Context: an optimization exercise on an open-source flow, tuned for small area. The choices shown serve that exercise and are no tape-out recipe.
Function was checked by simulation only, so behaviour that the tests miss may differ from the original.
No activity file was given, so power comes from the tool's default toggle rates.

==> flow/design.v <==
module ALU(input [7:0] a,b,
           input [3:0] op,          
           input cin,
           output reg [7:0] result,
           output cout,
           output [7:0] bx);
  wire mov = (op==4'b1101)|(op==4'b1111);
  wire sub = (op==4'b0010)|(op==4'b0110)|(op==4'b1010)|(op==4'b1111);
  wire [7:0] ax = mov ? 8'd0 : a;
  assign bx = b ^ {8{sub}};
  wire [7:0] p = ax ^ bx;
  wire [7:0] g = ax & bx;
  wire [8:0] c;
  assign c[0] = cin;
  genvar i;
  generate
    for(i=0;i<8;i=i+1) begin : rc
      assign c[i+1] = g[i] | (p[i] & c[i]);
    end
  endgenerate
  assign cout = c[8];
  always@(*) begin
    case(op)
      4'b0000,4'b1000: result=g;
      4'b1100: result=p|g;
      4'b0001: result=p;
      default: result=p^c[7:0];
    endcase
  end
endmodule
module ARM(input clk,rst,
           output [31:0] imem_addr,
           input [31:0] imem_rdata,
           output [31:0] dmem_addr,dmem_wdata,
           output dmem_we,
           input [31:0] dmem_rdata);
  reg [1:0] ph;
  reg init;                      
  reg second, st_pend;
  reg [31:2] pc;
  reg N,Z,C,V;
  reg cy, zacc;
  reg [31:0] line;
  reg [31:0] addr;
  wire last = (ph==2'd3);
  wire first = ~init & ~second;
  wire [31:0] ins = imem_rdata;
  wire [1:0] mode = ins[27:26];
  wire I = ins[25];
  wire [3:0] opc = ins[24:21];
  wire S = ins[20];
  wire [3:0] Rn = ins[19:16];
  wire [3:0] Rd = ins[15:12];
  wire [11:0] op12 = ins[11:0];
  wire exec;
  ConditionCheck condition_check(.condition(ins[31:28]), .SR({N,Z,C,V}),
        .condition_check_result(exec));
  reg dp_ok, dp_wb, dp_flags;
  always@(*) begin
    dp_ok=1'b1; dp_wb=1'b1; dp_flags=S;
    case(opc)
      4'b1101,4'b1111,4'b0100,4'b0101,4'b0010,4'b0110,4'b0000,4'b1100,4'b0001: ;
      4'b1010,4'b1000: begin dp_wb=1'b0; dp_flags=1'b1; end
      default: begin dp_ok=1'b0; dp_wb=1'b0; dp_flags=1'b0; end
    endcase
  end
  wire dp = (mode==2'b00) & dp_ok;
  wire ldst = (mode==2'b01) & (opc==4'b0100);
  wire ld = ldst & S;
  wire st = ldst & ~S;
  wire br = (mode==2'b10);
  wire two_round = exec & (dp | ldst);
  wire stageA = first & (dp | st);                          
  wire addr_round = (first & ld) | (second & st);           
  wire exe_round = second & dp;                              
  wire wb_round = second & ld;                               
  wire [3:0] ra = stageA ? (st ? Rd : op12[3:0]) : Rn;
  wire [7:0] rdat;
  wire [7:0] res;
  wire ld_take = wb_round & (ph==2'd0);
  wire [7:0] dslice = (ph==2'd0) ? dmem_rdata[7:0] : line[7:0];
  wire [7:0] wd = wb_round ? dslice : res;
  RegisterFile register_file(.clk(clk),
        .ph(ph), .init(init),
        .we((exe_round & dp_wb) | wb_round),
        .wa(Rd),
        .wd(wd),
        .ra(ra),
        .rd(rdat));
  wire [7:0] streamA = (dp & I) ? ((ph==2'd0) ? op12[7:0] : 8'd0) : rdat;
  wire [4:0] amount = I ? {op12[11:8],1'b0} : (op12[4] ? 5'd0 : op12[11:7]);
  wire [1:0] kind = I ? 2'b11 : op12[6:5];
  wire [7:0] op2;
  Shifter shifter(.L(line), .ph(ph), .amount(amount), .kind(kind), .out(op2));
  wire [7:0] imm12 = (ph==2'd0) ? op12[7:0] :
                     (ph==2'd1) ? {{4{op12[11]}},op12[11:8]} : {8{op12[11]}};
  wire [3:0] aop = addr_round ? 4'b0100 : opc;
  wire usec = ~addr_round & ((opc==4'b0101)|(opc==4'b0110));
  wire subop = ~addr_round & ((opc==4'b0010)|(opc==4'b0110)|(opc==4'b1010));
  wire cin = (ph==2'd0) ? (usec ? C : subop) : cy;
  wire cout;
  wire [7:0] bx;
  ALU alu(.a(rdat), .b(addr_round ? imm12 : op2), .op(aop), .cin(cin),
        .result(res), .cout(cout), .bx(bx));
  wire arith = (opc==4'b0100)|(opc==4'b0101)|(opc==4'b0010)|(opc==4'b0110)|(opc==4'b1010);
  wire znow = ((ph==2'd0) | zacc) & (res==8'd0);
  always@(posedge clk) begin
    cy <= cout;
    zacc <= znow;
    if(ld_take)
      line <= {dmem_rdata[7:0], dmem_rdata[31:8]};
    else
      line <= {stageA ? streamA : line[7:0], line[31:8]};
    addr <= {res, addr[31:8]};
  end
  wire lastrnd = ~init & (second | ~two_round);     
  wire pc_step = last & lastrnd;
  wire [29:0] boff = (br & exec) ? {{6{ins[23]}},ins[23:0]} : 30'd0;
  wire [29:0] bg = pc_step ? boff : 30'd0;
  reg c15;
  wire [30:0] pcc;
  wire [15:0] shc;
  wire [29:0] pc_next;
  genvar gi;
  generate
    for(gi=0;gi<30;gi=gi+1) begin : pc_add
      wire ci = (gi==0) ? pc_step : (gi==15) ? (pc_step & c15) : pcc[gi];
      assign pc_next[gi] = pc[gi+2] ^ bg[gi] ^ ci;
      assign pcc[gi+1] = (pc[gi+2] & bg[gi]) | (ci & (pc[gi+2] ^ bg[gi]));
    end
    for(gi=0;gi<15;gi=gi+1) begin : pc_carry
      wire ci = (gi==0) ? 1'b1 : shc[gi];
      assign shc[gi+1] = (pc[gi+2] & boff[gi]) | (ci & (pc[gi+2] | boff[gi]));
    end
  endgenerate
  always@(posedge clk)
    c15 <= shc[15];
  always@(posedge clk,posedge rst) begin
    if(rst) begin
      ph <= 2'd0;
      init <= 1'b1;
      second <= 1'b0;
      st_pend <= 1'b0;
      pc <= 30'd0;
      {N,Z,C,V} <= 4'd0;
    end
    else begin
      ph <= ph + 2'd1;
      pc <= pc_next;
      st_pend <= last & second & st;
      if(last) begin
        init <= 1'b0;
        second <= first & two_round;
        if(exe_round & dp_flags) begin
          N <= res[7];
          Z <= znow;
          if(arith) begin
            C <= cout ^ subop;
            V <= (rdat[7]==bx[7]) & (rdat[7]!=res[7]);
          end
        end
      end
    end
  end
  assign imem_addr = {pc,2'b00};
  assign dmem_addr = {addr[31:2],2'b00};
  assign dmem_wdata = line;
  assign dmem_we = st_pend;
endmodule
module ConditionCheck(input [3:0] condition,SR,
                      output reg condition_check_result);
  wire n,z,c,v;
  assign {n,z,c,v}=SR;
  always@(*)begin
    case(condition)
      4'd0: condition_check_result=z;
      4'd1: condition_check_result=!z;
      4'd2: condition_check_result=c;
      4'd3: condition_check_result=!c;
      4'd4: condition_check_result=n;
      4'd5: condition_check_result=!n;
      4'd6: condition_check_result=v;
      4'd7: condition_check_result=!v;
      4'd8: condition_check_result=c&!z;
      4'd9: condition_check_result=!c|z;
      4'd10: condition_check_result=(n==v);
      4'd11: condition_check_result=(n!=v);
      4'd12: condition_check_result=!z&(n==v);
      4'd13: condition_check_result=z|(n!=v);
      4'd14: condition_check_result=1'b1;
      default: condition_check_result=1'b0;
    endcase
  end
endmodule
module RegisterFile(input clk,
                    input [1:0] ph,
                    input init,
                    input we,
                    input [3:0] wa,
                    input [7:0] wd,
                    input [3:0] ra,
                    output reg [7:0] rd);
  wire [7:0] low [0:15];
  genvar i;
  generate
    for(i=0;i<15;i=i+1) begin : r
      reg [31:0] q;
      wire wen = init | (we && wa==i);
      wire [3:0] iv = i;
      wire [7:0] wdi = {wd[7:4] & {4{~init}},
                        init ? ({4{ph==2'd0}} & iv) : wd[3:0]};
      always@(posedge clk)
        q <= {wen ? wdi : q[7:0], q[31:8]};
      assign low[i] = q[7:0];
    end
  endgenerate
  assign low[15] = 8'd0;
  always@(*) rd = low[ra];
endmodule
module Shifter(input [31:0] L,
               input [1:0] ph,
               input [4:0] amount,
               input [1:0] kind,           
               output [7:0] out);
  wire lsl = (kind==2'd0);
  wire [4:0] na = ~amount;
  wire [5:0] nc;
  wire [4:0] neg;                          
  assign nc[0] = 1'b1;
  genvar i;
  generate
    for(i=0;i<5;i=i+1) begin : ng
      assign neg[i] = na[i] ^ nc[i];
      assign nc[i+1] = na[i] & nc[i];
    end
  endgenerate
  wire [4:0] sr = lsl ? neg : amount;
  wire [1:0] a = sr[4:3];
  wire [1:0] a1 = a + 2'd1;
  reg [7:0] sa;
  reg [6:0] sb;
  reg sign;
  always@(*) begin
    case(a)
      2'd0: sa=L[7:0];
      2'd1: sa=L[15:8];
      2'd2: sa=L[23:16];
      default: sa=L[31:24];
    endcase
    case(a1)
      2'd0: sb=L[6:0];
      2'd1: sb=L[14:8];
      2'd2: sb=L[22:16];
      default: sb=L[30:24];
    endcase
    case(ph)                               
      2'd0: sign=L[31];
      2'd1: sign=L[23];
      2'd2: sign=L[15];
      default: sign=L[7];
    endcase
  end
  wire [2:0] u = {1'b0,ph} + {1'b0,a};
  wire filling = (kind!=2'd3) & (amount!=5'd0);
  wire va = ~filling | (lsl ? u[2] : ~u[2]);
  wire vb = ~filling | (lsl ? (u[2] | (u[1]&u[0])) : (~u[2] & ~(u[1]&u[0])));
  wire f = (kind==2'd2) & sign;
  wire [14:0] w = {vb ? sb : {7{f}}, va ? sa : {8{f}}};
  wire [14:0] ws = w >> sr[2:0];
  assign out = ws[7:0];
endmodule
clock: 12.0 ns
lec_check: 0
abc_area: 1
cap_margin: 20
core_margin: 2
core_utilization: 60
gpl_timing_driven: 0
place_density: 0.75
slew_margin: 20
standard.sh (not shown) runs the stock make flow with config.mk's settings and CLKGATE_MAP_FILE= SYNTH_SCRIPT=/design/flow/synth_recipe.tcl, a recipe that flattens the netlist after the stock synthesis.
==> flow/flow/run.sh <==
#!/bin/bash
# Standard layout (the standard.sh, with its standard synthesis) with three changes:
#  - after floorplanning, OpenROAD's restructure re-maps the combinational logic for area
#    (flow/restructure.tcl); registers are not touched
#  - the input and output ports get sky130_fd_sc_hd__buf_1 port buffers
#  - clock tree: clkbuf_4 buffers, no dummy loads
set -euo pipefail
export BUFFER_PORTS_ARGS="-buffer_cell sky130_fd_sc_hd__buf_1"
export CTS_ARGS="-sink_clustering_enable -repair_clock_nets -sink_clustering_size 9 -sink_clustering_max_diameter 35 -buf_list sky130_fd_sc_hd__clkbuf_4 -dont_use_dummy_load"
bash standard.sh floorplan > standard_floorplan.log 2>&1
RES=orfs/results/$FLOW_PLATFORM/ARM/base
cp $RES/2_floorplan.odb restructure_in.odb
python3 flow/filter_lib.py $FLOW_HOME/platforms/$FLOW_PLATFORM/lib/sky130_fd_sc_hd__tt_025C_1v80.lib restructure_lib.lib 'sky130_fd_sc_hd__lpflow_*' 'sky130_fd_sc_hd__probe*' > filter_lib.log 2>&1
openroad -no_init -exit flow/restructure.tcl > restructure.log 2>&1
bash standard.sh finish > standard_finish.log 2>&1
Other scripts of this flow, unchanged in this note and not shown: flow/flow/filter_lib.py, flow/flow/restructure.tcl
The starting point finished with timing, DRC and antenna clean.
Edit:
--- a/flow/flow/run.sh
+++ b/flow/flow/run.sh
@@ -9 +9 @@
-export CTS_ARGS="-sink_clustering_enable -repair_clock_nets -sink_clustering_size 9 -sink_clustering_max_diameter 35 -buf_list sky130_fd_sc_hd__clkbuf_4 -dont_use_dummy_load"
+export CTS_ARGS="-sink_clustering_enable -repair_clock_nets -sink_clustering_size 10 -sink_clustering_max_diameter 40 -buf_list sky130_fd_sc_hd__clkbuf_4 -dont_use_dummy_load"
=>
- The changed run completed with no timing, DRC or antenna violations
- fmax is about the same
- clock power is lower by 5.2%
- setup slack stays flat
- core utilization is lower by 0.28 points
- hold slack gets worse by 0.063 ns
- non-clock buffer count stays the same
- synthesized area stays the same
- sequential power is about the same
- register-to-register slack gets better by 0.03 ns
- power is lower by 1.1%
- count of clock-buffer cells in the layout is lower by 11

* * *

ARM, a different RTL version from the one above (not shown whole).
For scale: roughly 590 flip-flops, about 160 I/O pins, about 19000 sq um of cells after synthesis.
==> flow/config.mk <==
export PLATFORM = sky130hd
export DESIGN_NAME = ARM
export DESIGN_NICKNAME = ARM
export VERILOG_FILES = /design/flow/design.v
export SDC_FILE = /design/flow/constraint.sdc
export NUM_CORES = 4
export LEC_CHECK = 0
export ABC_AREA = 1
export CAP_MARGIN = 0
export CORE_MARGIN = 2
export CORE_UTILIZATION = 72
export GPL_TIMING_DRIVEN = 0
export PLACE_DENSITY = 0.85
export SLEW_MARGIN = 0
==> flow/constraint.sdc <==
create_clock -name core_clock -period 12.0 [get_ports {clk}]
set_input_delay 2.4000 -clock core_clock [delete_from_list [all_inputs] [get_ports {clk}]]
set_output_delay 2.4000 -clock core_clock [all_outputs]
set_load 0.01 [all_outputs]
==> flow/flow/run.sh <==
#!/bin/bash
# Standard layout (the standard.sh, with its standard synthesis) with three changes:
#  - after floorplanning, OpenROAD's restructure re-maps the combinational logic for area
#    (flow/restructure.tcl); registers are not touched
#  - the input and output ports get sky130_fd_sc_hd__buf_1 port buffers
#  - clock tree: clkbuf_4 buffers, no dummy loads
set -euo pipefail
export BUFFER_PORTS_ARGS="-buffer_cell sky130_fd_sc_hd__buf_1"
export CTS_ARGS="-sink_clustering_enable -repair_clock_nets -sink_clustering_size 10 -sink_clustering_max_diameter 40 -buf_list sky130_fd_sc_hd__clkbuf_4 -dont_use_dummy_load"
bash standard.sh floorplan > standard_floorplan.log 2>&1
RES=orfs/results/$FLOW_PLATFORM/ARM/base
cp $RES/2_floorplan.odb restructure_in.odb
python3 flow/filter_lib.py $FLOW_HOME/platforms/$FLOW_PLATFORM/lib/sky130_fd_sc_hd__tt_025C_1v80.lib restructure_lib.lib 'sky130_fd_sc_hd__lpflow_*' 'sky130_fd_sc_hd__probe*' > filter_lib.log 2>&1
openroad -no_init -exit flow/restructure.tcl > restructure.log 2>&1
bash standard.sh finish > standard_finish.log 2>&1
Other scripts of this flow, unchanged in this note and not shown: flow/flow/filter_lib.py, flow/flow/restructure.tcl
Rerun with:
- CORE_UTILIZATION: 72 -> 60
- PLACE_DENSITY: 0.85 -> 0.75
=> The changed run completed with no timing, DRC or antenna violations; worst hold slack is worse by 0.0076 ns; power rose by 0.70%; worst setup slack is better by 0.099 ns; fmax rose by 0.87%; sequential share of layout area fell by 0.41 points; design area rose by 0.67%; clock skew rose by 0.012 ns.
Rerun with:
- CORE_UTILIZATION: 60 -> 80
- PLACE_DENSITY: 0.75 -> 0.9
The changed run passed the timing, design-rule and antenna checks.
Sequential share of layout area grows by 0.51 points.
Flip-flop and latch count does not change.
Clock power shrinks by 3.2%.
Global-route usage grows by 8.1 points.
Worst setup slack is worse by 0.17 ns.

* * *

Another version of the RTL of ARM (not shown whole).
Size: roughly 590 flip-flops, roughly 19,000 µm² of cells after synthesis.
Settings: LEC_CHECK=0, ABC_AREA=1, CAP_MARGIN=20, CORE_MARGIN=2, CORE_UTILIZATION=60, CTS_BUF_LIST=sky130_fd_sc_hd__clkbuf_8, CTS_CLUSTER_DIAMETER=50, CTS_CLUSTER_SIZE=16, GPL_TIMING_DRIVEN=0, PLACE_DENSITY=0.75, SLEW_MARGIN=20; clock period 12.0 ns.
==> flow/flow/run.sh <==
#!/bin/bash
# Standard layout (the standard.sh, with its standard synthesis) with three changes:
#  - after floorplanning, OpenROAD's restructure re-maps the combinational logic for area
#    (flow/restructure.tcl); registers are not touched
#  - the input and output ports get sky130_fd_sc_hd__buf_1 port buffers
#  - clock tree: clkbuf_8 buffers, no dummy loads
set -euo pipefail
export BUFFER_PORTS_ARGS="-buffer_cell sky130_fd_sc_hd__buf_1"
export CTS_ARGS="-sink_clustering_enable -repair_clock_nets -sink_clustering_size 16 -sink_clustering_max_diameter 50 -buf_list sky130_fd_sc_hd__clkbuf_8 -dont_use_dummy_load"
bash standard.sh floorplan > standard_floorplan.log 2>&1
RES=orfs/results/$FLOW_PLATFORM/ARM/base
cp $RES/2_floorplan.odb restructure_in.odb
python3 flow/filter_lib.py $FLOW_HOME/platforms/$FLOW_PLATFORM/lib/sky130_fd_sc_hd__tt_025C_1v80.lib restructure_lib.lib 'sky130_fd_sc_hd__lpflow_*' 'sky130_fd_sc_hd__probe*' > filter_lib.log 2>&1
openroad -no_init -exit flow/restructure.tcl > restructure.log 2>&1
bash standard.sh finish > standard_finish.log 2>&1
Other scripts of this flow, unchanged in this note and not shown: flow/flow/filter_lib.py, flow/flow/restructure.tcl
Change:
--- a/flow/flow/run.sh
+++ b/flow/flow/run.sh
@@ -6 +6 @@
-#  - clock tree: clkbuf_8 buffers, no dummy loads
+#  - clock tree: clkbuf_4 buffers, no dummy loads
@@ -9 +9 @@
-export CTS_ARGS="-sink_clustering_enable -repair_clock_nets -sink_clustering_size 16 -sink_clustering_max_diameter 50 -buf_list sky130_fd_sc_hd__clkbuf_8 -dont_use_dummy_load"
+export CTS_ARGS="-sink_clustering_enable -repair_clock_nets -sink_clustering_size 10 -sink_clustering_max_diameter 40 -buf_list sky130_fd_sc_hd__clkbuf_4 -dont_use_dummy_load"
Settings changed: CTS_BUF_LIST sky130_fd_sc_hd__clkbuf_8 to default, CTS_CLUSTER_DIAMETER 50 to default, CTS_CLUSTER_SIZE 16 to default.
Cell count goes up by 1.2%.
Sequential cell count does not change.
Worst setup slack gets worse by 0.081 ns.
Design area goes down by 0.50%.
Routed wire length goes up by 0.68%.
First-iteration DRC count goes up by 16%.
Total power goes down by 1.6%.
Utilization goes down by 0.31 points.
Count of clock-buffer cells in the layout goes up by 26.
Synthesized area is unchanged.
Register-to-register slack gets worse by 0.17 ns.

==> static timing again, ports no longer ideal <==
The results above use ideal ports. As a check the final layouts listed here were re-extracted and re-timed, cells and wires unchanged.
Step 1: set_driving_cell puts a clkbuf_16 on clk and a buf_2 on each other input, an assumption about the parent block.
Step 2, shift: input delay + t, output delay - t, t = (earliest + latest rising clock arrival at the registers) / 2. This alone moves slack from input paths to output paths.
a / b / c = ideal / step 1 / step 2; a / b = the first two.
| run | t, ns | setup WS [ns] | worst data-port slew with drivers (ns) |
|---|---|---|---|
| the first run of note 1 | 0.752 | 1.148 / 1.142 / 0.391 | 0.06 |
| the second run of note 1 | 0.746 | 1.148 / 1.140 / 0.394 | 0.06 |
| the first run of note 2 | 0.701 | 0.588 / 0.598 / -0.102 | 0.07 |
| the second run of note 2 | 0.733 | 0.686 / 0.699 / -0.034 | 0.07 |
| the third run of note 2 | 0.723 | 0.514 / 0.525 / -0.197 | 0.06 |
| the first run of note 3 | 0.618 | 0.805 / 0.829 / 0.211 | 0.05 |
| the second run of note 3 | 0.738 | 0.723 / 0.742 / 0.004 | 0.05 |
With both steps, setup timing fails in the first run of note 2, the second run of note 2 and the third run of note 2, where it was met with ideal ports. The setup slack of the first run of note 1, which loses most, moves by -0.006 ns with the drivers and by -0.757 ns with both steps.
